What follows belongs to an exercise in optimizing a design on an open flow for small area, a short achievable clock period and few clock cycles; a production flow would make more cautious choices.
In this exercise RTL edits were held to simulation tests only and were not proved equivalent to the original.
No run shown here takes its clock network from TritonCTS; it comes from the design's own scripts or RTL.
No driver is modelled on the clock port, so clock power and skew are understated where the tree is cut down; a real chip needs a root buffer or a tree.
Power is estimated from default activity; no workload was simulated.

==> design/flow/design.v <==
module LZ77_Encoder(clk,reset,chardata,valid,encode,finish,offset,match_len,char_nxt);
input               clk;
input               reset;
input       [7:0]   chardata;
output  reg         valid;
output              encode;
output  reg         finish;
output  reg [3:0]   offset;
output  reg [2:0]   match_len;
output      [7:0]   char_nxt;
reg  [7:0] hist [0:8];
reg  [8:0] hv;
reg        eq9l, eq9h;
reg        eq1;
reg  [8:0] dead;
reg  [2:0] k;
integer j;
assign encode   = 1'b1;
assign char_nxt = hist[1];
wire [8:0] eq;
genvar g;
generate
    for (g = 2; g <= 8; g = g + 1) begin : cmp
        assign eq[g-1] = hv[g] & (hist[0] == hist[g]);
    end
endgenerate
assign eq[0] = hv[1] & eq1;
assign eq[8] = eq9l & eq9h;
wire       live = hv[0];
wire [8:0] nm   = ~dead & eq;
wire       emit = (nm == 9'd0) | (k == 3'd7) | ~live;
wire       last = live & (hist[0] == 8'h24);
reg  [3:0] best;
always @(*) begin
    best = 4'd0;
    for (j = 0; j < 9; j = j + 1)
        if (!dead[j]) best = j;
end
wire [2:0] k_inc = {k[2] ^ (k[1] & k[0]), k[1] ^ k[0], ~k[0]};
always @(posedge clk) begin
    hist[0] <= chardata;
    for (j = 1; j <= 8; j = j + 1)
        hist[j] <= hist[j-1];
    eq1       <= (chardata == hist[0]);
    eq9l      <= hv[8] & (chardata[3:0] == hist[8][3:0]);
    eq9h      <= (chardata[7:4] == hist[8][7:4]);
    match_len <= k;
    offset    <= best & {4{|k}};
    valid     <= ~reset & live & emit & ~finish;
    finish    <= ~reset & (finish | last);
end
reg  [3:0] c;
always @(*) begin
    hv[0] = c[3] | c[2] | c[1] | c[0];
    hv[1] = c[3] | c[2] | c[1];
    hv[2] = c[3] | c[2] | (c[1] & c[0]);
    hv[3] = c[3] | c[2];
    hv[4] = c[3] | (c[2] & (c[1] | c[0]));
    hv[5] = c[3] | (c[2] & c[1]);
    hv[6] = c[3] | (c[2] & c[1] & c[0]);
    hv[7] = c[3];
    hv[8] = c[3] & c[0];
end
wire [3:0] c_inc = {c[3] | (c[2] & c[1] & c[0]), c[2] ^ (c[1] & c[0]), c[1] ^ c[0], ~c[0] | c[3]};
always @(posedge clk) begin
    c <= reset ? 4'd0 : c_inc;
end
always @(posedge clk) begin
    if (emit) begin
        dead <= 9'd0;
        k    <= 3'd0;
    end else begin
        dead <= ~nm;
        k    <= k_inc;
    end
end
endmodule
==> design/flow/flow/run.sh <==
#!/bin/bash
# Standard ORFS layout (the standard.sh, standard synthesis), except:
#  - port buffers are sky130_fd_sc_hd__buf_2 and may be resized across footprints;
#  - a tighter setup repair target (SETUP_SLACK_MARGIN in knobs.txt);
#  - a hand-built one-level clock tree (flow/manual_cts.tcl) in place of TritonCTS;
#  - after CTS, cells with slack to spare are downsized (flow/post_cts.tcl).
# The whole make output goes to standard_flow.log; ORFS keeps each step's log
# under orfs/logs/.
set -euo pipefail
KNOBS=$(cat flow/knobs.txt)
eval bash standard.sh $KNOBS PRE_CTS_TCL=$PWD/flow/manual_cts.tcl POST_CTS_TCL=$PWD/flow/post_cts.tcl finish > standard_flow.log 2>&1
==> design/flow/flow/knobs.txt <==
BUFFER_PORTS_ARGS='-buffer_cell sky130_fd_sc_hd__buf_2' MATCH_CELL_FOOTPRINT=0 SETUP_SLACK_MARGIN=7.35 MCTS_NBUF=4 MCTS_BUF=sky130_fd_sc_hd__buf_12 RECOVER_MARGIN=7.5
==> design/flow/flow/manual_cts.tcl <==
set nbuf $::env(MCTS_NBUF)
set bufm $::env(MCTS_BUF)
set block [ord::get_db_block]
set db [ord::get_db]
set master [$db findMaster $bufm]
set clknet [$block findNet clk]
set sinks [$clknet getITerms]
puts "manual_cts: [llength $sinks] clock sinks, $nbuf x $bufm"

set pts {}
foreach it $sinks {
  set bb [[$it getInst] getBBox]
  lappend pts [list [expr {([$bb xMin] + [$bb xMax]) / 2}] [expr {([$bb yMin] + [$bb yMax]) / 2}]]
}

proc mcts_cmp {axis a b} {
  global mcts_pts
  return [expr {[lindex $mcts_pts $a $axis] - [lindex $mcts_pts $b $axis]}]
}

proc mcts_bisect {ids parts} {
  global mcts_pts
  if {$parts == 1} { return [list $ids] }
  set xs [lsort -integer [lmap i $ids {lindex $mcts_pts $i 0}]]
  set ys [lsort -integer [lmap i $ids {lindex $mcts_pts $i 1}]]
  set axis [expr {([lindex $xs end] - [lindex $xs 0]) >= ([lindex $ys end] - [lindex $ys 0]) ? 0 : 1}]
  set sorted [lsort -command [list mcts_cmp $axis] $ids]
  set p1 [expr {$parts / 2}]
  set h [expr {([llength $sorted] * $p1 + $parts / 2) / $parts}]
  return [concat [mcts_bisect [lrange $sorted 0 [expr {$h - 1}]] $p1] \
                 [mcts_bisect [lrange $sorted $h end] [expr {$parts - $p1}]]]
}

set ::mcts_pts $pts
set ids {}
for {set i 0} {$i < [llength $pts]} {incr i} { lappend ids $i }
set groups [mcts_bisect $ids $nbuf]

set c 0
foreach grp $groups {
  set inst [odb::dbInst_create $block $master "mcts_buf_$c"]
  set net [odb::dbNet_create $block "mcts_clk_$c"]
  $net setSigType CLOCK
  [$inst findITerm A] connect $clknet
  [$inst findITerm X] connect $net
  set sx 0; set sy 0
  foreach i $grp {
    set it [lindex $sinks $i]
    $it disconnect
    $it connect $net
    incr sx [lindex $pts $i 0]; incr sy [lindex $pts $i 1]
  }
  set k [llength $grp]
  set x [expr {$sx / $k - [$master getWidth] / 2}]
  set y [expr {$sy / $k - [$master getHeight] / 2}]
  $inst setLocation $x $y
  $inst setPlacementStatus PLACED
  puts "manual_cts: buffer $c at ($x, $y) drives $k sinks"
  incr c
}
$clknet setSigType CLOCK

# TritonCTS is not run.
rename clock_tree_synthesis orig_clock_tree_synthesis
proc clock_tree_synthesis {args} { puts "manual_cts: TritonCTS skipped" }
==> design/flow/flow/post_cts.tcl <==
# POST_CTS hook: downsize cells whose paths have slack to spare (keeping the
# setup target of the timing repair), then legalise the placement again.
estimate_parasitics -placement
repair_timing -recover_power 100 -setup_margin $::env(RECOVER_MARGIN) -verbose
detailed_placement
==> design/flow/standard.sh <==
#!/bin/bash
# synth_recipe.tcl (not shown) runs the flow's synth.tcl, then flattens the netlist and writes it again
# the make line also repeats each setting of config.mk as NAME=value (left out here)
make -C /OpenROAD-flow-scripts/flow DESIGN_CONFIG=/design/flow/config.mk WORK_HOME=/design/flow/orfs CLKGATE_MAP_FILE= SYNTH_SCRIPT=/design/flow/synth_recipe.tcl "${@:-finish}"
==> design/flow/config.mk <==
export PLATFORM = sky130hd
export DESIGN_NAME = LZ77_Encoder
export DESIGN_NICKNAME = LZ77_Encoder
export VERILOG_FILES = /design/flow/design.v
export SDC_FILE = /design/flow/constraint.sdc
export NUM_CORES = 8
export LEC_CHECK = 0
export CAP_MARGIN = 20
export CORE_MARGIN = 2
export CORE_UTILIZATION = 50
export PLACE_DENSITY = 0.6
export SLEW_MARGIN = 20
==> design/flow/constraint.sdc <==
create_clock -name core_clock -period 10.0 [get_ports {clk}]
set_input_delay 2.0000 -clock core_clock [delete_from_list [all_inputs] [get_ports {clk}]]
set_output_delay 2.0000 -clock core_clock [all_outputs]
set_load 0.01 [all_outputs]
==> impl_metrics.json, run 1 <==
{
  "run_status": "no timing/DRC/antenna violations",
  "num-fill-cells": 583,
  "switching_share": 0.209,
  "synth-adder-area-share": 0.0192,
  "drt_iter0_markers": 64,
  "drv_cap": 0,
  "antenna_found_initial": 0,
  "critical_path_class": "primary input to register",
  "avgSynthCellArea_um2": 11.7,
  "postRouteAntennaNets": 0,
  "routed_via_density": 4.97,
  "min_period_ns": 2.67,
  "path_buf_inv": 1,
  "r2r_start": "hist[0][2]$_DFF_P_",
  "p_int_uw": 504,
  "crit_path_max_incr_delay_ns": 0.24,
  "synthCells": 279,
  "num_vias": 1858,
  "fmax_mhz": 375,
  "postLayoutCoreUtil": 0.550,
  "r2r_slack_ns": 7.57,
  "die_area_mm2": 0.00719,
  "synth-compound-area-share": 0.0330,
  "endpoint_kind": "register",
  "final_max_slew_viol_count": 0,
  "cp_top_family": "simple AND/OR/NAND/NOR gates",
  "setup-violations-final": 0,
  "finalPower_uw": 638,
  "syn_area_mm2": 0.00327,
  "syn2layout_area_growth_pct": 6.90,
  "rr_worst_depth": 5,
  "wl_met2_um": 2890,
  "initial_core_util": 0.514,
  "clk_latency_ns": 0.13,
  "seq_area_frac_synth": 0.613,
  "p_comb_frac": 0.068,
  "grt_pass1_vias": 1900,
  "drive_gt1_frac": 0.0606,
  "firstDrtPassIters": 4,
  "place_inst": 370,
  "cp.required_ns": 10.07,
  "clkTransAtPathRegs_ns": 0.10,
  "power.density_mw_per_mm2": 183,
  "ir_drop_uv": 164,
  "synth.area.mux_share": 0,
  "dp_hpwl_um": 4540,
  "worst_slew_pin_slew_ns": 0.665,
  "drc": 0,
  "route.met3.wl_um": 172,
  "synth-xor-area-share": 0.196,
  "worstPathArrival_ns": 2.73,
  "hold_viol_final": 0,
  "cp_slowest_cell": "clkbuf_1",
  "maxSlewHeadroom": 0.552,
  "skew_ns": 0.00889,
  "io_buffers": 26,
  "clockPowerShare": 0.250,
  "rsz0062_at_grt": "yes",
  "m1WireLength_um": 2830,
  "crit_chain": "clkbuf_1 -> xnor2_2 -> nand4_1 -> nor2_1",
  "dieWidth_um": 84.8,
  "rows": 29,
  "hold_class": "register to register",
  "setup_tns_ns": 0,
  "hold_path_end": "hist[2][3]$_DFF_P_",
  "ys_warn_count": 2,
  "yosysUniqueCellTypes": 28,
  "grt_remaining_overflow": 0,
  "syn-num-nets": 294,
  "seq_power_share": 0.682,
  "synth-simple-area-share": 0.100,
  "critPathLaunchType": "primary input",
  "detail_route.wl_per_cell_um": 15.9,
  "antennaDiodeCount": 0,
  "power_switching_uw": 133,
  "p_leak_nw": 1.29,
  "die_h_um": 84.8,
  "ys_ff_latch": 100,
  "place.gp.congestion": 0.889,
  "synth_top_family_by_area": "XOR/XNOR gates",
  "core_area_mm2": 0.00635,
  "highest_layer": "met4",
  "worstReg2RegEnd": "valid$_DFF_P_",
  "grt_max_degree": 26,
  "layout.cells.non_filler": 374,
  "min_period_over_period": 0.267,
  "grt_util_all_layers": 0.169,
  "final_nets": 314,
  "wl_um": 5950,
  "ioPinCount": 28,
  "grt_pass1_wl_um": 9740,
  "crit_path_max_fanout": 3,
  "hp-start": "hist[1][3]$_DFF_P_",
  "hold_depth": 0
}
## metal layers
layer  up-vias  global-route usage
li1        948                   -
met1       875               0.238
met2        30               0.296
met3         5              0.0136
met4         0              0.0173
met5         -                   0
## worst reg2reg max path: stages (launching register included)
cell	delay, ns
dfxtp_1	0.65
xor2_1	0.17
nor4_1	0.62
a31oi_1	0.18
a311o_2	0.48
nor4b_1	0.20
## cell type report
class,count,area (um2),share of cell area
repair buffers,26,101,0.0290
flip-flops and latches,100,2000,0.574
plain buffers,4,80.1,0.0229
well taps,77,96.3,0.0276
multi-input cells,155,1160,0.334
inverters,12,45.0,0.0129
## flip-flops by register name, indices dropped and copies added, names as in the netlist
signal / flops
eq9l: 1
valid: 1
dead: 9
eq1: 1
c: 4
eq9h: 1
offset: 4
hist: 72
match_len: 3
k: 3
finish: 1
## synthesized netlist by cell type
master     number  share of area
dfxtp_1       100           0.61
xnor2_1        57           0.15
xor2_1         16          0.043
nor2_1         13          0.015
inv_1          12          0.014
nor4_1         11          0.021
nand4_1         9          0.017
buf_2           8          0.012
nand3_1         7          0.011
a31oi_1         5         0.0096
ha_1            5          0.019
nand2_1         5         0.0057
a21oi_1         4         0.0061
nor2_2          4         0.0077
o21ai_0         4         0.0061
nor2b_1         3         0.0057
buf_4           2         0.0046
buf_6           2         0.0069
nor3_2          2         0.0061
or3_1           2         0.0038
a311o_1         1         0.0031
a41oi_1         1         0.0027
conb_1          1         0.0011
nor3_1          1         0.0015
nor4b_1         1         0.0027
nor4bb_1        1         0.0031
o2111ai_1       1         0.0027
o311ai_0        1         0.0027
## worst max-delay path by stage
stage	start	to	depth (start not counted)
6_report	chardata[3]	eq1$_DFF_P_	4
5_1_grt	finish$_DFF_P_	finish	1
3_5_place_dp	chardata[3]	eq1$_DFF_P_	4
3_3_place_gp	chardata[3]	eq1$_DFF_P_	4
2_1_floorplan	chardata[5]	eq9h$_DFF_P_	2
## power groups by stage
stage / Combinational (mW) / Clock [mW] / Sequential, mW
floorplan: 0.0374 / 0 / 0.435
global placement: 0.0445 / 0 / 0.443
detailed placement: 0.0442 / 0 / 0.444
global route: 0.0481 / 0.177 / 0.437
finish: 0.0436 / 0.159 / 0.435
## layout by cell type, fill, tap and decap left out, drive strengths merged, types with 4 or more instances in the layout
cell and instances:
dfxtp 100, xnor2 57, clkbuf 26, nor2 17, xor2 16, inv 12, nor4 11, nand4 9
nand3 7, nand2 5, a31oi 5, ha 5, o21ai 4, a21oi 4, buf 4
## through the flow
step           area, um2  setup slack, ns  hold slack [ns]
6_report            3490             7.33            0.352
5_1_grt             3490             7.32            0.357
3_5_place_dp        3410             7.32            0.335
3_3_place_gp        3410             7.36            0.329
2_1_floorplan       3270             7.56            0.326
## logic make-up after synthesis
group | count (synthesis)
compound gates | 17
xor+xnor | 73
fa+ha+maj | 5
buf+inv | 24
flops | 100
other cells | 1
simple gates | 59
Testbench counts, summed over its fixed seeds: cycles 49,224.
==> run 2: changes to the inputs <==
==> design/flow/flow/knobs.txt (replaced) <==
BUFFER_PORTS_ARGS='-buffer_cell sky130_fd_sc_hd__buf_2' MATCH_CELL_FOOTPRINT=0 SETUP_SLACK_MARGIN=7.35 MCTS_NBUF=4 MCTS_BUF=sky130_fd_sc_hd__buf_12
==> design/flow/flow/post_cts.tcl (replaced) <==
# POST_CTS hook: downsize cells whose paths have slack to spare, then legalise
# the placement again. The port buffers are left as they are, since the paths
# through them set the clock period.
estimate_parasitics -placement
set port_cells {}
foreach bt [[ord::get_db_block] getBTerms] {
  set net [$bt getNet]
  if {$net eq "NULL" || $net eq ""} { continue }
  foreach it [$net getITerms] {
    lappend port_cells [[$it getInst] getName]
  }
}
set port_cells [lsort -unique $port_cells]
puts "post_cts: keeping [llength $port_cells] port cells"
foreach c $port_cells { set_dont_touch [get_cells $c] }
repair_timing -recover_power 100 -setup_margin $::env(SETUP_SLACK_MARGIN) -verbose
foreach c $port_cells { unset_dont_touch [get_cells $c] }
detailed_placement
==> run 2 against run 1 <==
Compared with the run above:
- flip-flop and latch count did not move
- clock power barely moved
- worst setup slack improved by 0.058 ns
- final cell count did not move
- core utilization rose by 0.69 points
- final area rose by 1.3%
- via count fell by 0.59%
- area after synthesis did not move
- die area did not move
- first-iteration DRC count fell by 17%
- largest cell class unchanged
- highest routed layer unchanged
==> impl_metrics.json, run 2 <==
{
  "initial_core_util": 0.514,
  "avgSynthCellArea_um2": 11.7,
  "syn_area_mm2": 0.00327,
  "p_int_uw": 506,
  "hold_viol_final": 0,
  "grt_max_degree": 26,
  "cp.depth": 1,
  "syn-num-nets": 294,
  "crit_path_max_incr_delay_ns": 0.34,
  "layout_commonest_cell": "dfxtp_1",
  "dieWidth_um": 84.8,
  "final_nets": 314,
  "largest-register": "hist",
  "synth_top_area_frac": 0.613,
  "synthCells": 279,
  "critPathLaunchType": "register",
  "seq_area_frac_synth": 0.613,
  "die_h_um": 84.8,
  "largest_registers": "hist: 72 flops, dead: 9 flops",
  "die_area_mm2": 0.00719,
  "routed_via_density": 4.94,
  "final_cell_mix": "99 x dfxtp_1, 54 x xnor2_1, 23 x buf_2, 16 x xor2_1, 13 x nor2_1",
  "yosysUniqueCellTypes": 28,
  "wl_um": 5930,
  "critical_path_class": "register to output pin",
  "firstDrtPassIters": 4,
  "power_switching_uw": 134,
  "maxSlewHeadroom": 0.551,
  "place.gp.congestion": 0.889,
  "synth.most_common_cell": "dfxtp_1",
  "layout_setup_ws_ns": 7.39,
  "seq_power_share": 0.680,
  "cp_slowest_cell": "dfxtp_1",
  "cp.required_ns": 8.00,
  "final_max_slew_viol_count": 0,
  "p_comb_frac": 0.071,
  "grt_pass1_vias": 1908,
  "io_buffers": 26,
  "r2r_slack_ns": 7.57,
  "drt_iter0_markers": 53,
  "crit_path_max_fanout": 2,
  "syn2layout_area_growth_pct": 8.24,
  "setup-violations-final": 0,
  "setup.worst_path.start": "hist[1][7]$_DFF_P_",
  "worst_slew_pin_slew_ns": 0.667,
  "r2r_start": "hist[0][2]$_DFF_P_",
  "path_buf_inv": 1,
  "synth_ff_type": "dfxtp_1",
  "ir_drop_uv": 165,
  "core_area_mm2": 0.00635,
  "worstReg2RegEnd": "valid$_DFF_P_",
  "rows": 29,
  "clkTransAtPathRegs_ns": 0.10,
  "ioPinCount": 28,
  "drv_cap": 0,
  "crit_end": "char_nxt[7]",
  "ys_ff_latch": 100,
  "detail_route.wl_per_cell_um": 15.9,
  "drive_gt1_frac": 0.138,
  "drc": 0,
  "grt_remaining_overflow": 0,
  "p_leak_nw": 1.37,
  "rr_worst_depth": 5,
  "yosys.area.top_type": "dfxtp_1",
  "num_vias": 1847,
  "worstPathArrival_ns": 0.61,
  "yosys-top-cells-area": "dfxtp_1 61%, xnor2_1 15%, xor2_1 4.3%, nor4_1 2.1%, ha_1 1.9%",
  "fmax_mhz": 383,
  "ys_top_cells_by_count": "100 x dfxtp_1, 57 x xnor2_1, 16 x xor2_1",
  "cp_top_family": "flip-flops",
  "pre_cts_ws_ns": 7.32,
  "crit_chain": "buf_2",
  "antennaDiodeCount": 0,
  "min_period_ns": 2.61,
  "grt_util_all_layers": 0.170,
  "rsz0062_at_grt": "yes",
  "clockPowerShare": 0.250,
  "hold_class": "register to register",
  "skew_ns": 0.00869,
  "grt_pass1_wl_um": 9800,
  "switching_share": 0.209,
  "ys_warn_count": 2,
  "endpoint_kind": "output pin",
  "synthArstFlopShare": 0,
  "dp_hpwl_um": 4540,
  "synth_edf_count": 0,
  "setup_tns_ns": 0,
  "postRouteAntennaNets": 0,
  "power.density_mw_per_mm2": 181,
  "clk_latency_ns": 0.13,
  "largest_register_ffs": 72,
  "run_status": "no timing/DRC/antenna violations",
  "min_period_over_period": 0.261,
  "antenna_found_initial": 0
}
[run 2: cell counts after synthesis]
No cell type changed its count.
[run 2: how the worst min path moves through the flow]
| stage | to | start | cells after the start |
|---|---|---|---|
| 2_1_floorplan | hist[1][0]$_DFF_P_ | hist[0][0]$_DFF_P_ | 0 |
| 3_3_place_gp | hist[2][6]$_DFF_P_ | hist[1][6]$_DFF_P_ | 0 |
| 3_5_place_dp | hist[2][3]$_DFF_P_ | hist[1][3]$_DFF_P_ | 0 |
| 5_1_grt | hist[2][3]$_DFF_P_ | hist[1][3]$_DFF_P_ | 0 |
| 6_report | hist[2][3]$_DFF_P_ | hist[1][3]$_DFF_P_ | 0 |
[run 2: stage by stage]
step / power (mW) / utilization / hold slack (ns) / instances / area (um2)
2_1_floorplan: 0.472 / - / 0.326 / 279 / 3270
3_3_place_gp: 0.488 / 0.538 / 0.329 / 370 / 3410
3_5_place_dp: 0.488 / 0.538 / 0.335 / 370 / 3410
5_1_grt: 0.664 / 0.557 / 0.354 / 374 / 3530
6_report: 0.640 / 0.557 / 0.350 / 374 / 3530
[run 2: logic make-up (layout without fill, tap and decap cells)]
family | Yosys count | after routing | share of synthesized area
other | 1 | 1 | 0.00115
buffers and inverters | 24 | 42 | 0.0375
XOR/XNOR | 73 | 73 | 0.196
flip-flops | 100 | 100 | 0.613
AO/OA/AOI/OAI | 17 | 17 | 0.0330
AND/OR/NAND/NOR | 59 | 59 | 0.100
adder cells (fa/ha/maj) | 5 | 5 | 0.0192
[run 2: final cells by class]
type                    count  area (um2)
flip-flops and latches    100        2000
multi-input cells         155        1160
inverters                  12        45.0
repair buffers             26         145
plain buffers               4        80.1
well taps                  77        96.3
fillers                   570        2820
[run 2: power groups by stage]
stage	clock [mW]	combinational [mW]	sequential, mW
detailed placement	0	0.0442	0.444
finish	0.160	0.0453	0.435
floorplan	0	0.0374	0.435
global route	0.177	0.0498	0.437
global placement	0	0.0445	0.443
[run 2: metal layers]
| metal | vias to the layer above | share of wire | GRT usage |
|---|---|---|---|
| met2 | 27 | 0.48 | 0.296 |
| met3 | 5 | 0.028 | 0.0136 |
| met5 | - | 0 | 0 |
| li1 | 946 | - | - |
| met1 | 869 | 0.48 | 0.241 |
| met4 | 0 | 0.0099 | 0.0173 |
==> run 3: changes to the inputs <==
==> design/flow/flow/post_cts.tcl (replaced) <==
# POST_CTS hook: downsize cells whose paths have slack to spare, then legalise
# the placement again. The input port buffers are left as they are: they
# drive the comparisons made as a character arrives.
estimate_parasitics -placement
set port_cells {}
foreach bt [[ord::get_db_block] getBTerms] {
  if {[$bt getIoType] ne "INPUT" || [$bt getSigType] eq "CLOCK"} { continue }
  set net [$bt getNet]
  if {$net eq "NULL" || $net eq ""} { continue }
  foreach it [$net getITerms] {
    lappend port_cells [[$it getInst] getName]
  }
}
set port_cells [lsort -unique $port_cells]
puts "post_cts: keeping [llength $port_cells] cells on input ports"
foreach c $port_cells { set_dont_touch [get_cells $c] }
repair_timing -recover_power 100 -setup_margin $::env(SETUP_SLACK_MARGIN) -verbose
foreach c $port_cells { unset_dont_touch [get_cells $c] }
detailed_placement
==> run 3 against run 2 <==
Compared with the run above:
- clock skew about the same
- register-to-register slack about the same
- final area fell by 0.50%
- power down 0.13%
- clock power about the same
==> impl_metrics.json, run 3 <==
{
  "run_status": "no timing/DRC/antenna violations",
  "worstPathArrival_ns": 0.63,
  "syn-num-nets": 294,
  "yosysUniqueCellTypes": 28,
  "antenna_found_initial": 0,
  "min_period_over_period": 0.263,
  "rsz0062_at_grt": "yes",
  "worst_slew_pin_slew_ns": 0.666,
  "critical_path_class": "register to output pin",
  "largest_register_ffs": 72,
  "drc": 0,
  "rows": 29,
  "drt_iter0_markers": 50,
  "seq_area_mm2": 0.00200,
  "ys_ff_latch": 100,
  "ys_top_cells_by_count": "100 x dfxtp_1, 57 x xnor2_1, 16 x xor2_1",
  "grt_util_all_layers": 0.169,
  "grt_pass1_wl_um": 9780,
  "endpoint_kind": "output pin",
  "crit_path_max_fanout": 3,
  "hold_depth": 0,
  "dieWidth_um": 84.8,
  "routed_via_density": 4.96,
  "multiInputGateArea_mm2": 0.00116,
  "initial_core_util": 0.514,
  "fmax_mhz": 380,
  "switching_share": 0.209,
  "die_area_mm2": 0.00719,
  "grt_pass1_vias": 1904,
  "seq_area_frac_synth": 0.613,
  "synth_edf_count": 0,
  "largest-register": "hist",
  "power_switching_uw": 133,
  "drive_gt1_frac": 0.0909,
  "clkTransAtPathRegs_ns": 0.09,
  "yosys-top-cells-area": "dfxtp_1 61%, xnor2_1 15%, xor2_1 4.3%, nor4_1 2.1%, ha_1 1.9%",
  "setup_tns_ns": 0,
  "synthArstFlopShare": 0,
  "cp.required_ns": 8.00,
  "avgSynthCellArea_um2": 11.7,
  "p_int_uw": 506,
  "crit_end": "finish",
  "crit_path_max_incr_delay_ns": 0.35,
  "path_buf_inv": 1,
  "rr_worst_depth": 5,
  "final_nets": 314,
  "die_h_um": 84.8,
  "syn2layout_area_growth_pct": 7.70,
  "p_leak_nw": 1.32,
  "r2r_start": "hist[0][4]$_DFF_P_",
  "num_vias": 1854,
  "setup-violations-final": 0,
  "synth_top_area_frac": 0.613,
  "core_area_mm2": 0.00635,
  "yosys.area.top_type": "dfxtp_1",
  "syn_area_mm2": 0.00327,
  "dp_hpwl_um": 4540,
  "cp_top_family": "flip-flops",
  "skew_ns": 0.00845,
  "ir_drop_uv": 165,
  "seq_power_share": 0.681,
  "final_cell_mix": "99 x dfxtp_1, 54 x xnor2_1, 16 x xor2_1, 14 x clkbuf_1, 13 x nor2_1",
  "layout_setup_ws_ns": 7.37,
  "r2r_slack_ns": 7.58,
  "grt_max_degree": 26,
  "hold_viol_final": 0,
  "power.density_mw_per_mm2": 182,
  "min_period_ns": 2.63,
  "critPathLaunchType": "register",
  "drv_cap": 0,
  "setup.worst_path.start": "finish$_DFF_P_",
  "place.gp.congestion": 0.889,
  "p_comb_frac": 0.070,
  "clockPowerShare": 0.249,
  "synth_ff_type": "dfxtp_1",
  "maxSlewHeadroom": 0.552,
  "cp_slowest_cell": "dfxtp_2",
  "cp.depth": 1,
  "io_buffers": 26,
  "num-fill-cells": 576,
  "pre_cts_ws_ns": 7.32,
  "detail_route.wl_per_cell_um": 15.9,
  "firstDrtPassIters": 6,
  "grt_remaining_overflow": 0,
  "postRouteAntennaNets": 0,
  "clk_latency_ns": 0.13,
  "layout_commonest_cell": "dfxtp_1",
  "wl_um": 5930,
  "hold_class": "register to register",
  "antennaDiodeCount": 0,
  "worstReg2RegEnd": "valid$_DFF_P_",
  "synth.most_common_cell": "dfxtp_1",
  "crit_chain": "clkbuf_1",
  "ioPinCount": 28,
  "largest_registers": "hist: 72 flops, dead: 9 flops",
  "final_max_slew_viol_count": 0,
  "synthCells": 279,
  "ys_warn_count": 2
}
run 3: cells by family after synthesis:
group,Yosys count,synth area share
flops,100,0.613
xor+xnor,73,0.196
simple gates,59,0.100
buf+inv,24,0.0375
compound gates,17,0.0330
fa+ha+maj,5,0.0192
other cells,1,0.00115
run 3: layout make-up:
cell class,count,area share
inverter,12,0.0128
buffer,4,0.0228
timing repair buffer,26,0.0363
sequential,100,0.570
tap,77,0.0274
multi-input combinational,155,0.331
run 3: power by group through the flow:
stage	combinational, mW	sequential, mW	clock, mW
3_3_place_gp	0.0445	0.443	0
2_1_floorplan	0.0374	0.435	0
6_report	0.0448	0.435	0.159
3_5_place_dp	0.0442	0.444	0
5_1_grt	0.0494	0.437	0.177
run 3: how the worst min path moves through the flow:
stage / slack, ns / startpoint / to
2_1_floorplan: 0.33 / hist[0][0]$_DFF_P_ / hist[1][0]$_DFF_P_
3_3_place_gp: 0.33 / hist[1][6]$_DFF_P_ / hist[2][6]$_DFF_P_
3_5_place_dp: 0.34 / hist[1][3]$_DFF_P_ / hist[2][3]$_DFF_P_
5_1_grt: 0.36 / hist[1][3]$_DFF_P_ / hist[2][3]$_DFF_P_
6_report: 0.35 / hist[1][3]$_DFF_P_ / hist[2][3]$_DFF_P_
run 3: stage by stage:
step	cells	utilization	hold slack, ns	instance area (um2)	power (mW)
3_3_place_gp	370	0.538	0.329	3410	0.488
5_1_grt	374	0.554	0.357	3520	0.664
6_report	374	0.554	0.352	3520	0.639
2_1_floorplan	279	-	0.326	3270	0.472
3_5_place_dp	370	0.538	0.335	3410	0.488
run 3: routing by layer:
metal / global-route usage / routed length (um) / vias up
met5: 0 / 0 / -
met1: 0.240 / 2820 / 881
met4: 0.0173 / 59 / 0
li1: - / - / 943
met2: 0.296 / 2890 / 25
met3: 0.0136 / 164 / 5
==> run 4: changes to the inputs <==
==> design/flow/flow/knobs.txt (replaced) <==
BUFFER_PORTS_ARGS='-buffer_cell sky130_fd_sc_hd__buf_2' MATCH_CELL_FOOTPRINT=0 SETUP_SLACK_MARGIN=7.3 MCTS_NBUF=4 MCTS_BUF=sky130_fd_sc_hd__buf_12
==> run 4 against run 3 <==
Compared with the run above:
- global-route usage is 0.082 points lower
- critical path type unchanged
- critical path depth unchanged
- final cell count did not move
- highest routed layer unchanged
- sequential share of layout area is 0.70 points higher
- die area unchanged
- clock power about the same
- clock skew about the same
- flip-flop and latch count unchanged
- final area down 1.2%
- wire length down 0.94%
==> impl_metrics.json, run 4 <==
{
  "dp_hpwl_um": 4540,
  "firstDrtPassIters": 4,
  "routed_via_density": 4.94,
  "synth.most_common_cell": "dfxtp_1",
  "crit_path_max_incr_delay_ns": 0.34,
  "ir_drop_uv": 165,
  "maxSlewHeadroom": 0.553,
  "synth_top_area_frac": 0.613,
  "die_h_um": 84.8,
  "p_leak_nw": 1.28,
  "ys_warn_count": 2,
  "synth_edf_count": 0,
  "largest_register_ffs": 72,
  "seq_area_mm2": 0.00200,
  "drc": 0,
  "path_buf_inv": 1,
  "cp_top_family": "flip-flops",
  "synth_ff_type": "dfxtp_1",
  "crit_path_max_fanout": 2,
  "min_period_over_period": 0.264,
  "final_max_slew_viol_count": 0,
  "synthArstFlopShare": 0,
  "ioPinCount": 28,
  "final_cell_mix": "99 x dfxtp_1, 57 x xnor2_1, 17 x clkbuf_1, 16 x xor2_1, 13 x nor2_1",
  "clk_latency_ns": 0.13,
  "final_nets": 314,
  "worstPathArrival_ns": 0.64,
  "yosys-top-cells-area": "dfxtp_1 61%, xnor2_1 15%, xor2_1 4.3%, nor4_1 2.1%, ha_1 1.9%",
  "drv_cap": 0,
  "ys_top_cells_by_count": "100 x dfxtp_1, 57 x xnor2_1, 16 x xor2_1",
  "die_area_mm2": 0.00719,
  "layout_commonest_cell": "dfxtp_1",
  "antennaDiodeCount": 0,
  "yosys.area.top_type": "dfxtp_1",
  "grt_max_degree": 26,
  "io_buffers": 26,
  "antenna_found_initial": 0,
  "finalPower_uw": 636,
  "num-fill-cells": 584,
  "skew_ns": 0.00839,
  "cp.required_ns": 8.00,
  "largest_registers": "hist: 72 flops, dead: 9 flops",
  "power.density_mw_per_mm2": 183,
  "grt_remaining_overflow": 0,
  "crit_chain": "clkbuf_1",
  "yosysUniqueCellTypes": 28,
  "critical_path_class": "register to output pin",
  "rsz0062_at_grt": "no",
  "seq_area_frac_synth": 0.613,
  "avgSynthCellArea_um2": 11.7,
  "hold_slack_ns": 0.352,
  "syn_area_mm2": 0.00327,
  "wl_um": 5880,
  "min_period_ns": 2.64,
  "hold_class": "register to register",
  "drt_iter0_markers": 45,
  "detail_route.wl_per_cell_um": 15.7,
  "core_area_mm2": 0.00635,
  "place.gp.congestion": 0.889,
  "run_status": "no timing/DRC/antenna violations",
  "grt_pass1_vias": 1891,
  "endpoint_kind": "output pin",
  "cp_slowest_cell": "dfxtp_1",
  "critPathLaunchType": "register",
  "ys_ff_latch": 100,
  "clkTransAtPathRegs_ns": 0.10,
  "dieWidth_um": 84.8,
  "largest-register": "hist",
  "rows": 29,
  "synthCells": 279,
  "setup_tns_ns": 0,
  "initial_core_util": 0.514,
  "grt_util_all_layers": 0.169,
  "setup-violations-final": 0,
  "hold_viol_final": 0,
  "syn2layout_area_growth_pct": 6.40,
  "multiInputGateArea_mm2": 0.00114,
  "pre_cts_ws_ns": 7.32,
  "postRouteAntennaNets": 0,
  "worst_slew_pin_slew_ns": 0.665,
  "layout_setup_ws_ns": 7.36,
  "grt_pass1_wl_um": 9720,
  "drive_gt1_frac": 0.0673,
  "num_vias": 1849,
  "fmax_mhz": 379,
  "syn-num-nets": 294
}
-- run 4: cell count changes in the layout (fill, tap and decap cells not counted), moves of 2 or more --
cell	change
xnor2_1	+3
xnor2_2	-3
buf_4	-2
clkbuf_2	-3
clkbuf_1	+3
buf_2	+3
-- run 4: layout make-up --
cell class                      count  area share
Sequential cell                   100       0.577
Multi-Input combinational cell    155       0.328
Timing Repair Buffer               26      0.0313
Tap cell                           77      0.0277
Buffer                              4      0.0230
Inverter                           12      0.0130
-- run 4: logic make-up (layout without fill, tap and decap cells) --
logic type | Yosys count | in the layout | share of synthesized area
AO/OA/AOI/OAI | 17 | 17 | 0.0330
XOR/XNOR | 73 | 73 | 0.196
adder cells (fa/ha/maj) | 5 | 5 | 0.0192
buffers and inverters | 24 | 42 | 0.0375
flip-flops | 100 | 100 | 0.613
other | 1 | 1 | 0.00115
AND/OR/NAND/NOR | 59 | 59 | 0.100
-- run 4: path summary, 6_finish.rpt --
kind / start / cells after the start / slack (ns) / endpoint
setup / recovery: hist[1][7]$_DFF_P_ / 1 / 7.36 / char_nxt[7]
hold / removal: hist[1][3]$_DFF_P_ / 0 / 0.35 / hist[2][3]$_DFF_P_
setup reg to reg: hist[0][4]$_DFF_P_ / 5 / 7.52 / valid$_DFF_P_
hold reg to reg: hist[1][3]$_DFF_P_ / 0 / 0.35 / hist[2][3]$_DFF_P_
-- run 4: where the power goes --
part / switching, mW / internal (mW) / total [mW]
Clock: 0.0940 / 0.0651 / 0.159
Combinational: 0.0199 / 0.0230 / 0.0429
Sequential: 0.0186 / 0.416 / 0.434
Total: 0.132 / 0.504 / 0.636
-- run 4: stage by stage --
stage	std cells	instance area, um2	utilization
floorplan	279	3270	-
global placement	370	3410	0.538
detailed placement	370	3410	0.538
global route	374	3470	0.547
finish	374	3470	0.547
-- run 4: metal layers --
layer  track usage  share of wire  wire length (um)  up-vias
met5             0              0                 0        -
li1              -              -                 -      945
met1         0.238           0.47              2780      872
met4        0.0173          0.010                59        0
met2         0.296           0.49              2870       27
met3        0.0136          0.029               170        5
==> run 5: changes to the inputs <==
--- a/design/flow/flow/post_cts.tcl
+++ b/design/flow/flow/post_cts.tcl
@@ -4,7 +4,6 @@
 estimate_parasitics -placement
 set port_cells {}
 foreach bt [[ord::get_db_block] getBTerms] {
-  if {[$bt getIoType] ne "INPUT" || [$bt getSigType] eq "CLOCK"} { continue }
   set net [$bt getNet]
   if {$net eq "NULL" || $net eq ""} { continue }
   foreach it [$net getITerms] {
==> run 5 against run 4 <==
Compared with the run above:
- still clean on timing, DRC and antenna
- sequential share of layout area decreased by 0.35 points
- wire length increased by 0.15%
- maximum frequency up 1.0%
- clock skew barely moved
- hold slack worse by 0.0027 ns
- critical path type unchanged
- critical endpoint unchanged
- largest cell class unchanged
- highest routed layer unchanged
==> impl_metrics.json, run 5 <==
{
  "grt_util_all_layers": 0.169,
  "dp_hpwl_um": 4540,
  "cp_slowest_cell": "dfxtp_1",
  "worstPathArrival_ns": 0.61,
  "cp.required_ns": 8.00,
  "fmax_mhz": 383,
  "hold_slack_ns": 0.349,
  "largest_registers": "hist: 72 flops, dead: 9 flops",
  "antenna_found_initial": 0,
  "yosys-top-cells-area": "dfxtp_1 61%, xnor2_1 15%, xor2_1 4.3%, nor4_1 2.1%, ha_1 1.9%",
  "maxSlewHeadroom": 0.547,
  "crit_path_max_fanout": 2,
  "drive_gt1_frac": 0.125,
  "seq_area_frac_synth": 0.613,
  "ys_ff_latch": 100,
  "wl_um": 5890,
  "final_cell_mix": "99 x dfxtp_1, 57 x xnor2_1, 26 x buf_2, 16 x xor2_1, 13 x nor2_1",
  "run_status": "no timing/DRC/antenna violations",
  "layout_commonest_cell": "dfxtp_1",
  "ys_top_cells_by_count": "100 x dfxtp_1, 57 x xnor2_1, 16 x xor2_1",
  "largest-register": "hist",
  "cp.depth": 1,
  "hold_depth": 0,
  "clkTransAtPathRegs_ns": 0.10,
  "hold_class": "register to register",
  "synthArstFlopShare": 0,
  "yosys.area.top_type": "dfxtp_1",
  "largest_register_ffs": 72,
  "power.density_mw_per_mm2": 182,
  "synth_ff_type": "dfxtp_1",
  "critical_path_class": "register to output pin",
  "ir_drop_uv": 165,
  "firstDrtPassIters": 4,
  "io_buffers": 26,
  "detail_route.wl_per_cell_um": 15.7,
  "dpl_cell_area_mm2": 0.00341,
  "min_period_over_period": 0.261,
  "min_period_ns": 2.61,
  "endpoint_kind": "output pin",
  "num-fill-cells": 575,
  "synth_top_area_frac": 0.613,
  "worst_slew_pin_slew_ns": 0.674,
  "drv_cap": 0,
  "grt_remaining_overflow": 0,
  "grt_pass1_vias": 1895,
  "drc": 0,
  "final_max_slew_viol_count": 0,
  "avgSynthCellArea_um2": 11.7,
  "drt_iter0_markers": 43,
  "rr_worst_depth": 5,
  "initial_core_util": 0.514,
  "die_area_mm2": 0.00719,
  "hold_viol_final": 0,
  "clk_latency_ns": 0.13,
  "setup_tns_ns": 0,
  "critPathLaunchType": "register",
  "grt_max_degree": 26,
  "crit_chain": "buf_2",
  "path_buf_inv": 1,
  "skew_ns": 0.00847,
  "postRouteAntennaNets": 0,
  "p_leak_nw": 1.35,
  "cp_top_family": "flip-flops",
  "dieWidth_um": 84.8,
  "rows": 29,
  "r2r_slack_ns": 7.52,
  "syn-num-nets": 294,
  "yosysUniqueCellTypes": 28,
  "rsz0062_at_grt": "no",
  "grt_pass1_wl_um": 9750,
  "synth_edf_count": 0,
  "core_area_mm2": 0.00635,
  "syn2layout_area_growth_pct": 7.05,
  "die_h_um": 84.8,
  "crit_path_max_incr_delay_ns": 0.34,
  "setup-violations-final": 0,
  "antennaDiodeCount": 0,
  "syn_area_mm2": 0.00327,
  "synth.most_common_cell": "dfxtp_1",
  "synthCells": 279,
  "final_area_mm2": 0.00350,
  "ioPinCount": 28,
  "final_nets": 314,
  "routed_via_density": 4.92,
  "num_vias": 1839,
  "ys_warn_count": 2,
  "place.gp.congestion": 0.889
}
[run 5: cell count changes in the layout (fill, tap and decap cells not counted)]
cell      delta
buf_2       +17
clkbuf_1    -17
[run 5: logic make-up after synthesis]
group | share of synthesized area
compound gates | 0.0330
xor+xnor | 0.196
fa+ha+maj | 0.0192
buf+inv | 0.0375
flops | 0.613
other cells | 0.00115
simple gates | 0.100
[run 5: metal layers]
| layer | global-route usage | vias up | wire length [um] |
|---|---|---|---|
| met4 | 0.0173 | 0 | 58 |
| li1 | - | 946 | - |
| met3 | 0.0136 | 4 | 160 |
| met1 | 0.239 | 864 | 2800 |
| met2 | 0.296 | 25 | 2860 |
| met5 | 0 | - | 0 |
[run 5: metrics by stage]
stage          power (mW)   util  worst slack (ns)  instances
3_3_place_gp        0.488  0.538              7.36        370
5_1_grt             0.662  0.551              7.30        374
2_1_floorplan       0.472      -              7.56        279
6_report            0.638  0.551              7.39        374
3_5_place_dp        0.488  0.538              7.32        370
[run 5: worst reg2reg max path: stages (launching register included)]
cell and delay (ns):
dfxtp_1 0.64, xor2_1 0.17, nor4_1 0.63, a31oi_1 0.18, a311o_1 0.50, nor4b_1 0.24
[run 5: area by class of cell]
class / instances / area, um2 / area share
repair buffers: 26 / 130 / 0.0372
well taps: 77 / 96.3 / 0.0276
multi-input cells: 155 / 1140 / 0.326
flip-flops and latches: 100 / 2000 / 0.573
inverters: 12 / 45.0 / 0.0129
plain buffers: 4 / 80.1 / 0.0229
[run 5: power by group]
group | internal [mW] | switching (mW)
Clock | 0.0651 | 0.0947
Combinational | 0.0236 | 0.0200
Sequential | 0.416 | 0.0185
[run 5: final timing paths]
path	startpoint	end
worst max-delay path	hist[1][7]$_DFF_P_	char_nxt[7]
worst min register to register	hist[1][3]$_DFF_P_	hist[2][3]$_DFF_P_
worst min-delay path	hist[1][3]$_DFF_P_	hist[2][3]$_DFF_P_
worst max register to register	hist[0][2]$_DFF_P_	valid$_DFF_P_
==> run 6: changes to the inputs <==
==> design/flow/flow/knobs.txt (replaced) <==
BUFFER_PORTS_ARGS='-buffer_cell sky130_fd_sc_hd__buf_2' MATCH_CELL_FOOTPRINT=0 SETUP_SLACK_MARGIN=7.25 MCTS_NBUF=4 MCTS_BUF=sky130_fd_sc_hd__buf_12
--- a/design/flow/flow/post_cts.tcl
+++ b/design/flow/flow/post_cts.tcl
@@ -4,6 +4,7 @@
 estimate_parasitics -placement
 set port_cells {}
 foreach bt [[ord::get_db_block] getBTerms] {
+  if {[$bt getIoType] ne "INPUT" || [$bt getSigType] eq "CLOCK"} { continue }
   set net [$bt getNet]
   if {$net eq "NULL" || $net eq ""} { continue }
   foreach it [$net getITerms] {
==> run 6 against run 5 <==
Compared with the run above:
- still clean
- global-route usage barely moved
- area after synthesis did not move
- wire length shrank 0.20%
- combinational power is 2% lower
- critical path depth unchanged
- power down 0.19%
- first-iteration DRC count shrank 4.7%
- critical path type unchanged
- largest power group unchanged
==> impl_metrics.json, run 6 <==
{
  "run_status": "no timing/DRC/antenna violations",
  "rows": 29,
  "num-fill-cells": 583,
  "place.gp.congestion": 0.889,
  "ys_warn_count": 2,
  "antenna_found_initial": 0,
  "hold_class": "register to register",
  "path_buf_inv": 1,
  "place_inst": 370,
  "dp_hpwl_um": 4540,
  "synth.most_common_cell": "dfxtp_1",
  "grt_pass1_vias": 1891,
  "die_h_um": 84.8,
  "finalPower_uw": 636,
  "avgSynthCellArea_um2": 11.7,
  "endpoint_kind": "output pin",
  "syn-num-nets": 294,
  "dieWidth_um": 84.8,
  "grt_remaining_overflow": 0,
  "detail_route.wl_per_cell_um": 15.7,
  "setup_tns_ns": 0,
  "setup.worst_path.start": "finish$_DFF_P_",
  "cp_slowest_cell": "dfxtp_1",
  "final_max_slew_viol_count": 0,
  "num_vias": 1846,
  "postRouteAntennaNets": 0,
  "routed_via_density": 4.94,
  "drc": 0,
  "grt_util_all_layers": 0.169,
  "cp_top_family": "flip-flops",
  "layout.cells.non_filler": 374,
  "hold_depth": 0,
  "crit_path_max_incr_delay_ns": 0.37,
  "drive_gt1_frac": 0.0640,
  "r2r_start": "hist[0][4]$_DFF_P_",
  "final_cell_mix": "100 x dfxtp_1, 57 x xnor2_1, 17 x clkbuf_1, 16 x xor2_1, 13 x nor2_1",
  "grt_pass1_wl_um": 9720,
  "wl_um": 5870,
  "ir_drop_uv": 165,
  "power.density_mw_per_mm2": 183,
  "yosys.area.top_type": "dfxtp_1",
  "synth_ff_type": "dfxtp_1",
  "grt_max_degree": 26,
  "synthCells": 279,
  "synth_edf_count": 0,
  "maxSlewHeadroom": 0.553,
  "syn2layout_area_growth_pct": 6.36,
  "min_period_over_period": 0.266,
  "hold_slack_ns": 0.352,
  "skew_ns": 0.00885,
  "clk_latency_ns": 0.14,
  "hold_viol_final": 0,
  "drt_iter0_markers": 41,
  "antennaDiodeCount": 0,
  "crit_path_max_fanout": 3,
  "core_area_mm2": 0.00635,
  "pre_cts_ws_ns": 7.32,
  "synth_top_area_frac": 0.613,
  "synthArstFlopShare": 0,
  "worstReg2RegEnd": "valid$_DFF_P_",
  "min_period_ns": 2.66,
  "fmax_mhz": 375,
  "firstDrtPassIters": 4,
  "setup-violations-final": 0,
  "drv_cap": 0,
  "largest_register_ffs": 72,
  "rsz0062_at_grt": "no",
  "critPathLaunchType": "register",
  "worst_slew_pin_slew_ns": 0.665,
  "yosys-top-cells-area": "dfxtp_1 61%, xnor2_1 15%, xor2_1 4.3%, nor4_1 2.1%, ha_1 1.9%",
  "syn_area_mm2": 0.00327,
  "die_area_mm2": 0.00719,
  "ys_ff_latch": 100,
  "largest_registers": "hist: 72 flops, dead: 9 flops",
  "initial_core_util": 0.514,
  "layout_commonest_cell": "dfxtp_1",
  "yosysUniqueCellTypes": 28,
  "largest-register": "hist",
  "layout_setup_ws_ns": 7.34,
  "ys_top_cells_by_count": "100 x dfxtp_1, 57 x xnor2_1, 16 x xor2_1",
  "rr_worst_depth": 5,
  "worstPathArrival_ns": 0.66,
  "clkTransAtPathRegs_ns": 0.10,
  "cp.required_ns": 8.00,
  "hp-start": "hist[1][3]$_DFF_P_",
  "io_buffers": 26,
  "critical_path_class": "register to output pin",
  "p_leak_nw": 1.28,
  "crit_chain": "clkbuf_1",
  "seq_area_frac_synth": 0.613,
  "r2r_slack_ns": 7.52,
  "hold_path_end": "hist[2][3]$_DFF_P_",
  "final_nets": 314,
  "ioPinCount": 28
}
run 6: layout make-up:
| type | count | area [um2] | share of cell area |
|---|---|---|---|
| sequential | 100 | 2000 | 0.576 |
| multi-input combinational | 155 | 1140 | 0.329 |
| timing repair buffer | 26 | 109 | 0.0313 |
| tap | 77 | 96.3 | 0.0277 |
| buffer | 4 | 80.1 | 0.0231 |
| inverter | 12 | 45.0 | 0.0130 |
run 6: layer usage:
| layer | GRT usage | wire, um | up-vias |
|---|---|---|---|
| met4 | 0.0173 | 59 | 0 |
| met1 | 0.238 | 2770 | 870 |
| met5 | 0 | 0 | - |
| met2 | 0.296 | 2880 | 26 |
| li1 | - | - | 945 |
| met3 | 0.0136 | 164 | 5 |
run 6: worst max-delay path by stage:
stage / endpoint / slack, ns / depth (start not counted)
final: finish / 7.34 / 1
after global placement: eq1$_DFF_P_ / 7.36 / 4
after global routing: finish / 7.28 / 1
after floorplan: eq9h$_DFF_P_ / 7.56 / 2
after detailed placement: eq1$_DFF_P_ / 7.32 / 4
run 6: per-stage QoR:
step           cell area [um2]  utilization
2_1_floorplan             3270            -
3_3_place_gp              3410        0.538
3_5_place_dp              3410        0.538
5_1_grt                   3470        0.547
6_report                  3470        0.547
run 6: logic make-up (layout without fill, tap and decap cells):
logic type                 after synthesis  after routing  synth area share
AOI/OAI and AO/OA                       17             17            0.0330
xor gates and xnor gates                73             73             0.196
adders and majority gates                5              5            0.0192
buffers and inverters                   24             42            0.0375
DFF                                    100            100             0.613
other                                    1              1           0.00115
and+or+nand+nor                         59             59             0.100
run 6: power by group:
group	internal, mW	leakage, nW	switching [mW]	total (mW)
logic	0.0230	0.413	0.0198	0.0428
registers	0.416	0.834	0.0186	0.434
clock network	0.0651	0.0376	0.0941	0.159
==> run 7: changes to the inputs <==
==> design/flow/flow/post_cts.tcl (replaced) <==
# POST_CTS hook: downsize cells whose paths have slack to spare, then legalise
# the placement again. The cells on the ports (port buffers, and the clock
# buffers on the clock port) are left as they are: the port paths set the
# clock period.
estimate_parasitics -placement
set port_cells {}
foreach bt [[ord::get_db_block] getBTerms] {
  set net [$bt getNet]
  if {$net eq "NULL" || $net eq ""} { continue }
  foreach it [$net getITerms] {
    lappend port_cells [[$it getInst] getName]
  }
}
set port_cells [lsort -unique $port_cells]
puts "post_cts: keeping [llength $port_cells] cells on ports"
foreach c $port_cells { set_dont_touch [get_cells $c] }
repair_timing -recover_power 100 -setup_margin $::env(SETUP_SLACK_MARGIN) -verbose
foreach c $port_cells { unset_dont_touch [get_cells $c] }
detailed_placement
==> run 7 against run 6 <==
Compared with the run above:
- still clean
- combinational power up 2%
- final cell count did not move
- clock power hardly changed
- die area unchanged
- sequential share of layout area is 0.35 points lower
- via count decreased by 0.38%
- synthesized cell count did not move
- flip-flop and latch count unchanged
- global-route usage barely moved
- highest routed layer unchanged
- largest cell class unchanged
- sequential power about the same
- wire length is 0.19% higher
- first-iteration DRC count up 4.9%
==> impl_metrics.json, run 7 <==
{
  "worstPathArrival_ns": 0.64,
  "ys_top_cells_by_count": "100 x dfxtp_1, 57 x xnor2_1, 16 x xor2_1",
  "largest-register": "hist",
  "synthCells": 279,
  "clk_latency_ns": 0.13,
  "seq_area_frac_synth": 0.613,
  "grt_remaining_overflow": 0,
  "maxSlewHeadroom": 0.547,
  "rows": 29,
  "cp.depth": 1,
  "ioPinCount": 28,
  "detail_route.wl_per_cell_um": 15.7,
  "clkTransAtPathRegs_ns": 0.09,
  "die_area_mm2": 0.00719,
  "rsz0062_at_grt": "no",
  "dp_hpwl_um": 4540,
  "critPathLaunchType": "register",
  "num-fill-cells": 574,
  "cp.required_ns": 8.00,
  "final_max_slew_viol_count": 0,
  "synthArstFlopShare": 0,
  "min_period_ns": 2.64,
  "ys_warn_count": 2,
  "endpoint_kind": "output pin",
  "ir_drop_uv": 165,
  "synth_edf_count": 0,
  "power.density_mw_per_mm2": 183,
  "p_comb_frac": 0.068,
  "grt_util_all_layers": 0.169,
  "yosys.area.top_type": "dfxtp_1",
  "critical_path_class": "register to output pin",
  "crit_end": "finish",
  "r2r_slack_ns": 7.52,
  "setup.worst_path.start": "finish$_DFF_P_",
  "yosys-top-cells-area": "dfxtp_1 61%, xnor2_1 15%, xor2_1 4.3%, nor4_1 2.1%, ha_1 1.9%",
  "switching_share": 0.209,
  "drv_cap": 0,
  "ys_ff_latch": 100,
  "synth_ff_type": "dfxtp_1",
  "routed_via_density": 4.92,
  "drt_iter0_markers": 43,
  "core_area_mm2": 0.00635,
  "worst_slew_pin_slew_ns": 0.674,
  "place_inst": 370,
  "syn2layout_area_growth_pct": 7.01,
  "setup_tns_ns": 0,
  "die_h_um": 84.8,
  "initial_core_util": 0.514,
  "grt_max_degree": 26,
  "cp_top_family": "flip-flops",
  "grt_pass1_vias": 1895,
  "antennaDiodeCount": 0,
  "firstDrtPassIters": 4,
  "path_buf_inv": 1,
  "syn_area_mm2": 0.00327,
  "final_cell_mix": "100 x dfxtp_1, 57 x xnor2_1, 26 x buf_2, 16 x xor2_1, 13 x nor2_1",
  "power_switching_uw": 133,
  "hold_viol_final": 0,
  "io_buffers": 26,
  "p_leak_nw": 1.35,
  "final_nets": 314,
  "antenna_found_initial": 0,
  "dieWidth_um": 84.8,
  "seq_power_share": 0.681,
  "synth.most_common_cell": "dfxtp_1",
  "postRouteAntennaNets": 0,
  "skew_ns": 0.00875,
  "setup-violations-final": 0,
  "drive_gt1_frac": 0.121,
  "fmax_mhz": 379,
  "avgSynthCellArea_um2": 11.7,
  "syn-num-nets": 294,
  "largest_registers": "hist: 72 flops, dead: 9 flops",
  "crit_path_max_fanout": 3,
  "yosysUniqueCellTypes": 28,
  "place.gp.congestion": 0.889,
  "r2r_start": "hist[0][2]$_DFF_P_",
  "min_period_over_period": 0.264,
  "drc": 0,
  "p_int_uw": 505,
  "wl_um": 5890,
  "grt_pass1_wl_um": 9750,
  "clockPowerShare": 0.251,
  "crit_path_max_incr_delay_ns": 0.37,
  "run_status": "no timing/DRC/antenna violations",
  "largest_register_ffs": 72,
  "synth_top_area_frac": 0.613,
  "hold_class": "register to register",
  "crit_chain": "buf_2",
  "rr_worst_depth": 5,
  "layout_commonest_cell": "dfxtp_1",
  "layout.cells.non_filler": 374,
  "num_vias": 1839,
  "finalPower_uw": 638,
  "cp_slowest_cell": "dfxtp_1",
  "worstReg2RegEnd": "valid$_DFF_P_"
}
run 7: cell counts after synthesis:
Identical to the previous run, type by type.
run 7: how the worst min path moves through the flow:
| stage | from | to | cells past startpoint |
|---|---|---|---|
| global route | hist[1][3]$_DFF_P_ | hist[2][3]$_DFF_P_ | 0 |
| finish | hist[1][3]$_DFF_P_ | hist[2][3]$_DFF_P_ | 0 |
| floorplan | hist[0][0]$_DFF_P_ | hist[1][0]$_DFF_P_ | 0 |
| detailed placement | hist[1][3]$_DFF_P_ | hist[2][3]$_DFF_P_ | 0 |
| global placement | hist[1][6]$_DFF_P_ | hist[2][6]$_DFF_P_ | 0 |
run 7: logic make-up (layout without fill, tap and decap cells):
family / count (synthesis) / count (layout) / share of synthesized area
flip-flops: 100 / 100 / 0.613
AND/OR/NAND/NOR: 59 / 59 / 0.100
other: 1 / 1 / 0.00115
buffers and inverters: 24 / 42 / 0.0375
AO/OA/AOI/OAI: 17 / 17 / 0.0330
XOR/XNOR: 73 / 73 / 0.196
adder cells (fa/ha/maj): 5 / 5 / 0.0192
run 7: power by group through the flow:
stage	Clock [mW]	Combinational [mW]	Sequential (mW)
final	0.160	0.0435	0.434
after global routing	0.177	0.0481	0.437
after global placement	0	0.0445	0.443
after floorplan	0	0.0374	0.435
after detailed placement	0	0.0442	0.444
run 7: final cells by class:
class / instances / area [um2] / share of cell area
flip-flops and latches: 100 / 2000 / 0.573
multi-input cells: 155 / 1140 / 0.327
repair buffers: 26 / 130 / 0.0372
well taps: 77 / 96.3 / 0.0276
plain buffers: 4 / 80.1 / 0.0229
inverters: 12 / 45.0 / 0.0129
run 7: stage by stage:
| stage | setup slack (ns) | hold WS, ns | area (um2) | util |
|---|---|---|---|---|
| 2_1_floorplan | 7.56 | 0.326 | 3270 | - |
| 3_3_place_gp | 7.36 | 0.329 | 3410 | 0.538 |
| 3_5_place_dp | 7.32 | 0.335 | 3410 | 0.538 |
| 5_1_grt | 7.30 | 0.354 | 3490 | 0.550 |
| 6_report | 7.36 | 0.350 | 3490 | 0.550 |
run 7: per-layer routing:
metal / GRT usage / part of all wire / wire length [um]
met1: 0.239 / 0.48 / 2810
met4: 0.0173 / 0.0099 / 58
met3: 0.0136 / 0.027 / 160
met5: 0 / 0 / 0
met2: 0.296 / 0.49 / 2860
==> run 8: changes to the inputs <==
==> design/flow/flow/knobs.txt (replaced) <==
BUFFER_PORTS_ARGS='-buffer_cell sky130_fd_sc_hd__buf_2' MATCH_CELL_FOOTPRINT=0 SETUP_SLACK_MARGIN=7.4 MCTS_NBUF=4 MCTS_BUF=sky130_fd_sc_hd__buf_12
==> run 8 against run 7 <==
Compared with the run above:
- still clean on timing, DRC and antenna
- area after synthesis unchanged
- flip-flop and latch count is the same
- final area increased by 3.2%
- worst setup slack better by 0.032 ns
- die area is the same
- critical path depth did not move
- final cell count did not move
- sequential power barely moved
- maximum frequency is 1.2% higher
==> impl_metrics.json, run 8 <==
{
  "critical_path_class": "register to output pin",
  "antennaDiodeCount": 0,
  "final_cell_mix": "92 x dfxtp_1, 53 x xnor2_1, 16 x xor2_1, 14 x buf_2, 13 x nor2_1",
  "min_period_ns": 2.61,
  "grt_pass1_wl_um": 9860,
  "cp_slowest_cell": "dfxtp_2",
  "initial_core_util": 0.514,
  "finalPower_uw": 643,
  "critPathLaunchType": "register",
  "cp.required_ns": 8.00,
  "place_inst": 370,
  "dpl_cell_area_mm2": 0.00341,
  "layout.cells.non_filler": 374,
  "dp_hpwl_um": 4540,
  "syn2layout_area_growth_pct": 10.5,
  "yosys-top-cells-area": "dfxtp_1 61%, xnor2_1 15%, xor2_1 4.3%, nor4_1 2.1%, ha_1 1.9%",
  "io_buffers": 26,
  "p_leak_nw": 1.39,
  "grt_util_all_layers": 0.171,
  "hold_viol_final": 0,
  "seq_area_frac_synth": 0.613,
  "synthCells": 279,
  "skew_ns": 0.00890,
  "yosysUniqueCellTypes": 28,
  "routed_via_density": 5.03,
  "crit_path_max_incr_delay_ns": 0.35,
  "largest-register": "hist",
  "largest_registers": "hist: 72 flops, dead: 9 flops",
  "worstPathArrival_ns": 0.61,
  "final_max_slew_viol_count": 0,
  "ioPinCount": 28,
  "antenna_found_initial": 0,
  "drive_gt1_frac": 0.165,
  "hp-start": "hist[1][3]$_DFF_P_",
  "synth_top_area_frac": 0.613,
  "worst_slew_pin_slew_ns": 0.666,
  "setup_tns_ns": 0,
  "grt_pass1_vias": 1912,
  "fmax_mhz": 383,
  "crit_path_max_fanout": 3,
  "largest_register_ffs": 72,
  "syn_area_mm2": 0.00327,
  "num_vias": 1880,
  "postLayoutCoreUtil": 0.568,
  "layout_commonest_cell": "dfxtp_1",
  "rr_worst_depth": 5,
  "final_area_mm2": 0.00361,
  "run_status": "no timing/DRC/antenna violations",
  "path_buf_inv": 1,
  "endpoint_kind": "output pin",
  "power.density_mw_per_mm2": 178,
  "min_period_over_period": 0.261,
  "drt_iter0_markers": 67,
  "grt_max_degree": 26,
  "dieWidth_um": 84.8,
  "clkTransAtPathRegs_ns": 0.10,
  "hold_slack_ns": 0.350,
  "drc": 0,
  "ys_top_cells_by_count": "100 x dfxtp_1, 57 x xnor2_1, 16 x xor2_1",
  "avgSynthCellArea_um2": 11.7,
  "r2r_start": "hist[0][4]$_DFF_P_",
  "ir_drop_uv": 166,
  "final_nets": 314,
  "layout_setup_ws_ns": 7.39,
  "synth.most_common_cell": "dfxtp_1",
  "die_area_mm2": 0.00719,
  "postRouteAntennaNets": 0,
  "maxSlewHeadroom": 0.552,
  "place.gp.congestion": 0.889,
  "crit_chain": "buf_2",
  "num-fill-cells": 561,
  "hold_class": "register to register",
  "yosys.area.top_type": "dfxtp_1",
  "core_area_mm2": 0.00635,
  "synth_ff_type": "dfxtp_1",
  "setup-violations-final": 0,
  "ys_ff_latch": 100,
  "rows": 29,
  "syn-num-nets": 294,
  "cp_top_family": "flip-flops",
  "drv_cap": 0,
  "clk_latency_ns": 0.13,
  "wl_um": 6030,
  "synth_edf_count": 0,
  "hold_path_end": "hist[2][3]$_DFF_P_",
  "hold_depth": 0,
  "grt_remaining_overflow": 0,
  "r2r_slack_ns": 7.58,
  "pre_cts_ws_ns": 7.32,
  "ys_warn_count": 2,
  "die_h_um": 84.8,
  "rsz0062_at_grt": "yes",
  "firstDrtPassIters": 4,
  "worstReg2RegEnd": "valid$_DFF_P_",
  "synthArstFlopShare": 0,
  "detail_route.wl_per_cell_um": 16.1
}
## run 8: layout make-up
cell class | count | area (um2) | share of cell area
inverters | 12 | 45.0 | 0.0125
well taps | 77 | 96.3 | 0.0267
multi-input cells | 155 | 1170 | 0.325
flip-flops and latches | 100 | 2010 | 0.558
repair buffers | 26 | 201 | 0.0558
plain buffers | 4 | 80.1 | 0.0222
## run 8: cells by family (layout without fill, tap and decap cells)
kind of cell	after synthesis	count (layout)	share of synthesized area
compound gates	17	17	0.0330
other cells	1	1	0.00115
fa+ha+maj	5	5	0.0192
flops	100	100	0.613
buf+inv	24	42	0.0375
simple gates	59	59	0.100
xor+xnor	73	73	0.196
## run 8: routing by layer
layer,GRT usage,part of all wire
met5,0,0
met4,0.0173,0.010
met3,0.0136,0.033
met2,0.301,0.49
met1,0.242,0.47
## run 8: where the power goes
group          internal [mW]  switching (mW)
clock                 0.0651          0.0941
combinational         0.0273          0.0205
sequential             0.416          0.0193
## run 8: how the worst max path moves through the flow
stage	start	to	depth (start not counted)
after global placement	chardata[3]	eq1$_DFF_P_	4
after detailed placement	chardata[3]	eq1$_DFF_P_	4
after floorplan	chardata[5]	eq9h$_DFF_P_	2
final	finish$_DFF_P_	finish	1
after global routing	finish$_DFF_P_	finish	1
==> run 9: changes to the inputs <==
==> design/flow/flow/knobs.txt (replaced) <==
BUFFER_PORTS_ARGS='-buffer_cell sky130_fd_sc_hd__buf_2' MATCH_CELL_FOOTPRINT=0 SETUP_SLACK_MARGIN=7.3 MCTS_NBUF=4 MCTS_BUF=sky130_fd_sc_hd__buf_12
==> run 9 against run 8 <==
Compared with the run above:
- largest power group unchanged
- first-iteration DRC count fell by 36%
- final area down 3.1%
- hold slack barely moved
- flip-flop and latch count unchanged
- clock skew about the same
- sequential power hardly changed
- core utilization down 1.8 points
- still clean
- via count is 2.2% lower
- register-to-register slack worse by 0.06 ns
==> impl_metrics.json, run 9 <==
{
  "detail_route.wl_per_cell_um": 15.7,
  "synthCells": 279,
  "io_buffers": 26,
  "power.density_mw_per_mm2": 182,
  "largest_registers": "hist: 72 flops, dead: 9 flops",
  "seq_area_frac_synth": 0.613,
  "fmax_mhz": 383,
  "wl_um": 5890,
  "largest_register_ffs": 72,
  "syn2layout_area_growth_pct": 7.05,
  "antenna_found_initial": 0,
  "postRouteAntennaNets": 0,
  "postLayoutCoreUtil": 0.551,
  "drt_iter0_markers": 43,
  "final_nets": 314,
  "initial_core_util": 0.514,
  "worst_slew_pin_slew_ns": 0.674,
  "ys_warn_count": 2,
  "drive_gt1_frac": 0.125,
  "run_status": "no timing/DRC/antenna violations",
  "place.gp.congestion": 0.889,
  "yosys.area.top_type": "dfxtp_1",
  "routed_via_density": 4.92,
  "cp_top_family": "flip-flops",
  "yosysUniqueCellTypes": 28,
  "skew_ns": 0.00847,
  "cp_slowest_cell": "dfxtp_1",
  "synth_edf_count": 0,
  "cp.required_ns": 8.00,
  "critPathLaunchType": "register",
  "synth_top_area_frac": 0.613,
  "critical_path_class": "register to output pin",
  "rsz0062_at_grt": "no",
  "ioPinCount": 28,
  "layout_commonest_cell": "dfxtp_1",
  "core_area_mm2": 0.00635,
  "drc": 0,
  "setup_tns_ns": 0,
  "dp_hpwl_um": 4540,
  "hold_class": "register to register",
  "p_leak_nw": 1.35,
  "ir_drop_uv": 165,
  "worstPathArrival_ns": 0.61,
  "yosys-top-cells-area": "dfxtp_1 61%, xnor2_1 15%, xor2_1 4.3%, nor4_1 2.1%, ha_1 1.9%",
  "endpoint_kind": "output pin",
  "grt_max_degree": 26,
  "grt_pass1_wl_um": 9750,
  "synth.most_common_cell": "dfxtp_1",
  "maxSlewHeadroom": 0.547,
  "clk_latency_ns": 0.13,
  "syn-num-nets": 294,
  "crit_path_max_fanout": 2,
  "firstDrtPassIters": 4,
  "synthArstFlopShare": 0,
  "setup-violations-final": 0,
  "final_cell_mix": "99 x dfxtp_1, 57 x xnor2_1, 26 x buf_2, 16 x xor2_1, 13 x nor2_1",
  "grt_remaining_overflow": 0,
  "clkTransAtPathRegs_ns": 0.10,
  "path_buf_inv": 1,
  "largest-register": "hist",
  "min_period_ns": 2.61,
  "avgSynthCellArea_um2": 11.7,
  "die_h_um": 84.8,
  "crit_path_max_incr_delay_ns": 0.34,
  "num_vias": 1839,
  "dieWidth_um": 84.8,
  "hold_slack_ns": 0.349,
  "hold_viol_final": 0,
  "syn_area_mm2": 0.00327,
  "final_max_slew_viol_count": 0,
  "antennaDiodeCount": 0,
  "grt_pass1_vias": 1895,
  "drv_cap": 0,
  "ys_top_cells_by_count": "100 x dfxtp_1, 57 x xnor2_1, 16 x xor2_1",
  "crit_chain": "buf_2",
  "ys_ff_latch": 100,
  "rows": 29,
  "min_period_over_period": 0.261,
  "synth_ff_type": "dfxtp_1",
  "grt_util_all_layers": 0.169,
  "die_area_mm2": 0.00719
}
==> run 9: cell counts after synthesis <==
Identical to the previous run, type by type.
==> run 9: worst paths after layout <==
| check | to | slack (ns) | from | cells after the start |
|---|---|---|---|---|
| hold / removal | hist[2][3]$_DFF_P_ | 0.35 | hist[1][3]$_DFF_P_ | 0 |
| setup reg to reg | valid$_DFF_P_ | 7.52 | hist[0][2]$_DFF_P_ | 5 |
| setup / recovery | char_nxt[7] | 7.39 | hist[1][7]$_DFF_P_ | 1 |
| hold reg to reg | hist[2][3]$_DFF_P_ | 0.35 | hist[1][3]$_DFF_P_ | 0 |
==> run 9: area by class of cell <==
type,instances,area [um2]
Fill cell,575,2850
Multi-Input combinational cell,155,1140
Timing Repair Buffer,26,130
Tap cell,77,96.3
Inverter,12,45.0
Buffer,4,80.1
Sequential cell,100,2000
==> run 9: through the flow <==
stage	setup WS, ns	cells	total power [mW]	cell area [um2]
5_1_grt	7.30	374	0.662	3500
3_3_place_gp	7.36	370	0.488	3410
3_5_place_dp	7.32	370	0.488	3410
6_report	7.39	374	0.638	3500
2_1_floorplan	7.56	279	0.472	3270
==> run 9: per-layer routing <==
layer / vias up / share of wire / GRT usage
met5: - / 0 / 0
met4: 0 / 0.0099 / 0.0173
met3: 4 / 0.027 / 0.0136
met2: 25 / 0.49 / 0.296
met1: 864 / 0.48 / 0.239
li1: 946 / - / -
==> run 9: cells by family (layout without fill, tap and decap cells) <==
| kind of cell | Yosys count | in the layout | synth area share |
|---|---|---|---|
| XOR/XNOR | 73 | 73 | 0.196 |
| flip-flops | 100 | 100 | 0.613 |
| buffers and inverters | 24 | 42 | 0.0375 |
| adder cells (fa/ha/maj) | 5 | 5 | 0.0192 |
| other | 1 | 1 | 0.00115 |
| AO/OA/AOI/OAI | 17 | 17 | 0.0330 |
| AND/OR/NAND/NOR | 59 | 59 | 0.100 |
==> run 9: worst register-to-register path: cells and delay by family, from the launching register on <==
| kind | cells | cell delay, ns |
|---|---|---|
| AO/OA/AOI/OAI | 2 | 0.68 |
| flip-flops | 1 | 0.64 |
| AND/OR/NAND/NOR | 2 | 0.87 |
| XOR/XNOR | 1 | 0.17 |
==> run 9: report_power, final <==
part	leakage, nW	internal, mW	switching [mW]
logic	0.474	0.0236	0.0200
registers	0.835	0.416	0.0185
clock network	0.0376	0.0651	0.0947
total	1.35	0.505	0.133

Setup slack of run 9, layout unchanged: 7.390 ns with ideal ports, 7.310 ns with driving cells assumed (clock clkbuf_16, inputs buf_2), 7.337 ns with port delays also shifted by the 0.210 ns mid clock arrival.
